Background: an optimization exercise with open tools, aiming at small area. Do not read the settings as production practice.
Function was checked by simulation only, so behaviour that the tests miss may differ from the original.
The flow treats the clock pin as an ideal source, which a real chip does not have.
Power and IR drop assume default switching activity.

==> flow/design.v <==
`timescale 1ns / 1ps
module PL_Calculate(
    clk, rst_n, ps_write_done, pl_cal_done,
    bram_addr_0b, bram_rddata_0b, bram_en_0b, bram_rst_0b, bram_we_0b,
    bram_addr_1a, bram_wrdata_1a, bram_en_1a, bram_rst_1a, bram_we_1a,
    phase_tdata, phase_tvalid, sin_tdata, sin_tvalid, cos_tdata, cos_tvalid
    );
    input clk;
    input rst_n;
    input ps_write_done;
    output pl_cal_done;
    output [11:0]bram_addr_0b;
    input [31:0]bram_rddata_0b;
    output bram_en_0b;
    output bram_rst_0b;
    output [3:0]bram_we_0b;
    output [11:0]bram_addr_1a;
    output [31:0]bram_wrdata_1a;
    output bram_en_1a;
    output bram_rst_1a;
    output [3:0]bram_we_1a;
    output [31:0]phase_tdata;
    output phase_tvalid;
    input [31:0]sin_tdata;
    input sin_tvalid;
    input [31:0]cos_tdata;
    input cos_tvalid;
    localparam [3:0] WAIT = 4'd5,
                     IDLE = 4'd0,
                     R0   = 4'd11,
                     R1   = 4'd15,
                     R2   = 4'd7,
                     R3   = 4'd13,
                     CW   = 4'd2,
                     CF   = 4'd10,
                     W0   = 4'd14,
                     W1   = 4'd9,
                     W2   = 4'd12,
                     W3   = 4'd8,
                     U0   = 4'd1,
                     U1   = 4'd6,
                     DONE = 4'd4;
    reg [3:0] st;
    reg [2:0] idx;           
    reg [1:0] cnt;           
    reg       tvalid;        
    wire [31:0] p_reg;
    wire [31:0] w_reg;
    wire cap = sin_tvalid & cos_tvalid;
    wire in_wait = (st == CW) | (st == CF);
    always @(posedge clk) begin
        if (!rst_n)
            st <= WAIT;
        else begin
            case (st)
            WAIT: st <= ps_write_done ? IDLE : WAIT;
            IDLE: st <= R0;
            R0:   st <= R1;
            R1:   st <= R2;
            R2:   st <= R3;
            R3:   st <= CW;
            CW:   st <= cap ? CF : CW;
            CF:   st <= W0;
            W0:   st <= W1;
            W1:   st <= W2;
            W2:   st <= W3;
            W3:   st <= U0;
            U0:   st <= U1;
            U1:   st <= (idx == 3'd0) ? DONE : IDLE;
            DONE: st <= DONE;
            default: st <= WAIT;
            endcase
        end
    end
    always @(posedge clk) begin
        if (!rst_n)
            idx <= 3'd0;
        else if (st == U0)
            idx <= (idx == 3'd5) ? 3'd0 : idx + 3'd1;
    end
    always @(posedge clk) begin
        if (!in_wait)
            cnt <= 2'd0;
        else if (cnt != 2'd3)
            cnt <= cnt + 2'd1;
    end
    always @(posedge clk) begin
        if (in_wait)
            tvalid <= (cnt != 2'd3);
    end
    wire        s_rd  = (st == R2);
    wire        s_cap = in_wait & cap;
    wire        s_ph  = (st == CW) & (cnt == 2'd0);
    wire        s_ws  = rst_n & (st == W0);
    wire        s_wc  = rst_n & (st == W2);
    wire        h_x   = ~(s_rd | s_cap);
    wire        h_w   = rst_n & ~((st == W0) | (st == W2));
    PL_Calculate_data u_data (
        .clk(clk),
        .s_rd(s_rd), .s_cap(s_cap), .s_ph(s_ph), .s_ws(s_ws), .s_wc(s_wc),
        .h_x(h_x), .h_c(~s_cap), .h_p(~s_ph), .h_w(h_w),
        .rddata(bram_rddata_0b), .sin(sin_tdata), .cos(cos_tdata),
        .p(p_reg), .w(w_reg));
    wire odd = (st == W2) | (st == W3) | (st == U0) | (st == DONE);
    assign pl_cal_done    = (st == DONE) | ((st == U1) & (idx == 3'd0));
    assign bram_rst_0b    = ~rst_n;
    assign bram_addr_0b   = {7'd0, idx[2:1], idx[0] | (st == DONE), 2'b00};
    assign bram_en_0b     = (st == R1);
    assign bram_we_0b     = 4'd0;
    assign bram_rst_1a    = ~rst_n;
    assign bram_addr_1a   = {6'd0, idx, odd, 2'b00};
    assign bram_wrdata_1a = w_reg;
    assign bram_en_1a     = (st == W1) | (st == W3);
    assign bram_we_1a     = {4{bram_en_1a}};
    assign phase_tdata    = p_reg;
    assign phase_tvalid   = tvalid;
endmodule
module PL_Calculate_data(
    input clk,
    input s_rd, input s_cap, input s_ph, input s_ws, input s_wc,
    input h_x, input h_c, input h_p, input h_w,
    input [31:0] rddata, input [31:0] sin, input [31:0] cos,
    output reg [31:0] p, output reg [31:0] w
    );
    reg [31:0] x;    
    reg [31:0] c;    
    always @(posedge clk) begin
        x <= ({32{s_rd}} & rddata) | ({32{s_cap}} & sin) | ({32{h_x}} & x);
        c <= ({32{s_cap}} & cos) | ({32{h_c}} & c);
        p <= ({32{s_ph}} & x) | ({32{h_p}} & p);
        w <= ({32{s_ws}} & x) | ({32{s_wc}} & c) | ({32{h_w}} & w);
    end
endmodule
export LEC_CHECK = 0
export CAP_MARGIN = 0
export CORE_MARGIN = 2
export CORE_UTILIZATION = 45
export SLEW_MARGIN = 0
export SYNTH_HIERARCHICAL = 1
create_clock -name core_clock -period 5.0 [get_ports {clk}]
standard.sh (not shown) runs the stock make flow with config.mk's settings and CLKGATE_MAP_FILE= SYNTH_SCRIPT=/design/flow/synth_recipe.tcl, a recipe that flattens the netlist after the stock synthesis.
==> flow/flow/run.sh <==
#!/bin/bash
# Layout flow: the standard flow (standard.sh) with these changes:
#  - synthesis maps logic with ABC's area mapper (flow/area.abc) instead of
#    ORFS's speed script; everything else in synth_recipe.tcl is unchanged;
#  - ports are buffered with sky130_fd_sc_hd__buf_1;
#  - clock tree: clkbuf_4 buffers, no dummy loads;
#  - one tie cell drives all constant outputs (no tie fanout repair);
#  - after CTS, clock leaf buffers whose flip-flops see a slew above
#    115 ps are upsized to clkbuf_8 (flow/clk_fix.tcl).
set -euo pipefail
here=$PWD
{
  head -n 1 synth_recipe.tcl
  cat <<EOT
proc abc {args} {
  set i [lsearch -exact \$args -script]
  if {\$i >= 0} { lset args [expr {\$i + 1}] $here/flow/area.abc }
  yosys abc {*}\$args
}
EOT
  tail -n +2 synth_recipe.tcl
} > my_synth.tcl
bash standard.sh SYNTH_SCRIPT=$here/my_synth.tcl \
  BUFFER_PORTS_ARGS="-buffer_cell sky130_fd_sc_hd__buf_1" \
  SKIP_REPAIR_TIE_FANOUT=1 \
  POST_CTS_TCL=$here/flow/clk_fix.tcl \
  CTS_ARGS="-sink_clustering_enable -repair_clock_nets -dont_use_dummy_load -buf_list sky130_fd_sc_hd__clkbuf_4" \
  finish > standard.log 2>&1
==> flow/flow/area.abc <==
strash
dch
amap
topo
==> flow/flow/clk_fix.tcl <==
set clk_slew_limit 0.115
estimate_parasitics -placement
foreach inst [get_cells clkbuf_*] {
  set worst 0
  foreach pin [get_pins -of_objects [get_nets -of_objects [get_pins [get_full_name $inst]/X]]] {
    if {[get_property $pin direction] ne "input" || [get_property $pin lib_pin_name] ne "CLK"} continue
    set s [get_property $pin slew_max]
    if {$s > $worst} { set worst $s }
  }
  if {$worst > $clk_slew_limit && [get_property $inst ref_name] ne "sky130_fd_sc_hd__clkbuf_8"} {
    puts "clk_fix: [get_full_name $inst] load slew $worst, upsized to clkbuf_8"
    replace_cell $inst sky130_fd_sc_hd__clkbuf_8
  }
}
estimate_parasitics -placement
set ms 0
foreach pin [get_pins -hierarchical */CLK] { set s [get_property $pin slew_max]; if {$s > $ms} { set ms $s } }
puts "clk_fix: max flip-flop clock slew $ms"
Edit:
--- a/flow/design.v
+++ b/flow/design.v
@@ -78,14 +78,14 @@
         else if (st == U0)
             idx <= (idx == 3'd5) ? 3'd0 : idx + 3'd1;
     end
     always @(posedge clk) begin
         if (!in_wait)
             cnt <= 2'd0;
-        else if (cnt != 2'd3)
-            cnt <= cnt + 2'd1;
+        else
+            cnt <= {cnt[1] | cnt[0], cnt[1] | ~cnt[0]};    
     end
     always @(posedge clk) begin
         if (in_wait)
             tvalid <= (cnt != 2'd3);
     end
     wire        s_rd  = (st == R2);
After rerunning: The new run finished clean; via count decreases slightly; non-clock buffer count increases by 1; die area decreases slightly; fmax increases by a little under a tenth; clock power increases slightly; sequential cell count stays the same; core utilization decreases by 0.37 points; wire length decreases by a few percent; final area decreases slightly; setup slack is better by 0.22 ns; first-iteration DRC count decreases by a few percent; clock skew increases by 0.0034 ns; synthesized cell count barely changes.

-- afterwards: timing with drivers on the ports --
No port has a modelled driver above. Below, the same layouts with a new extraction and two added sets of constraints.
Step 1: set_driving_cell puts a clkbuf_16 on clk and a buf_2 on each other input, an assumption about the parent block.
Step 2 moves the port delays by t, midway between the first and last clock arrival at a register: inputs arrive t later, outputs are due t later. That takes back most of the time a late clock gives input paths.
a / b / c = ideal / step 1 / step 2; a / b = the first two.
| run | t (ns) | setup WS [ns] | hold slack, ns | worst slew at a driven data input, ns | cell pins on the clock port's net |
|---|---|---|---|---|---|
| the first run | 0.502 | 1.826 / 1.826 / 1.792 | 0.451 / 0.451 / 0.451 | 0.05 | 1 |
| the second run | 0.512 | 2.050 / 2.050 / 2.050 | 0.460 / 0.460 / 0.460 | 0.06 | 1 |
After both steps setup and hold are still met in every run listed. For the first run, which loses most, drivers alone change the setup slack by 0.000 ns; drivers and shift together by -0.034 ns.
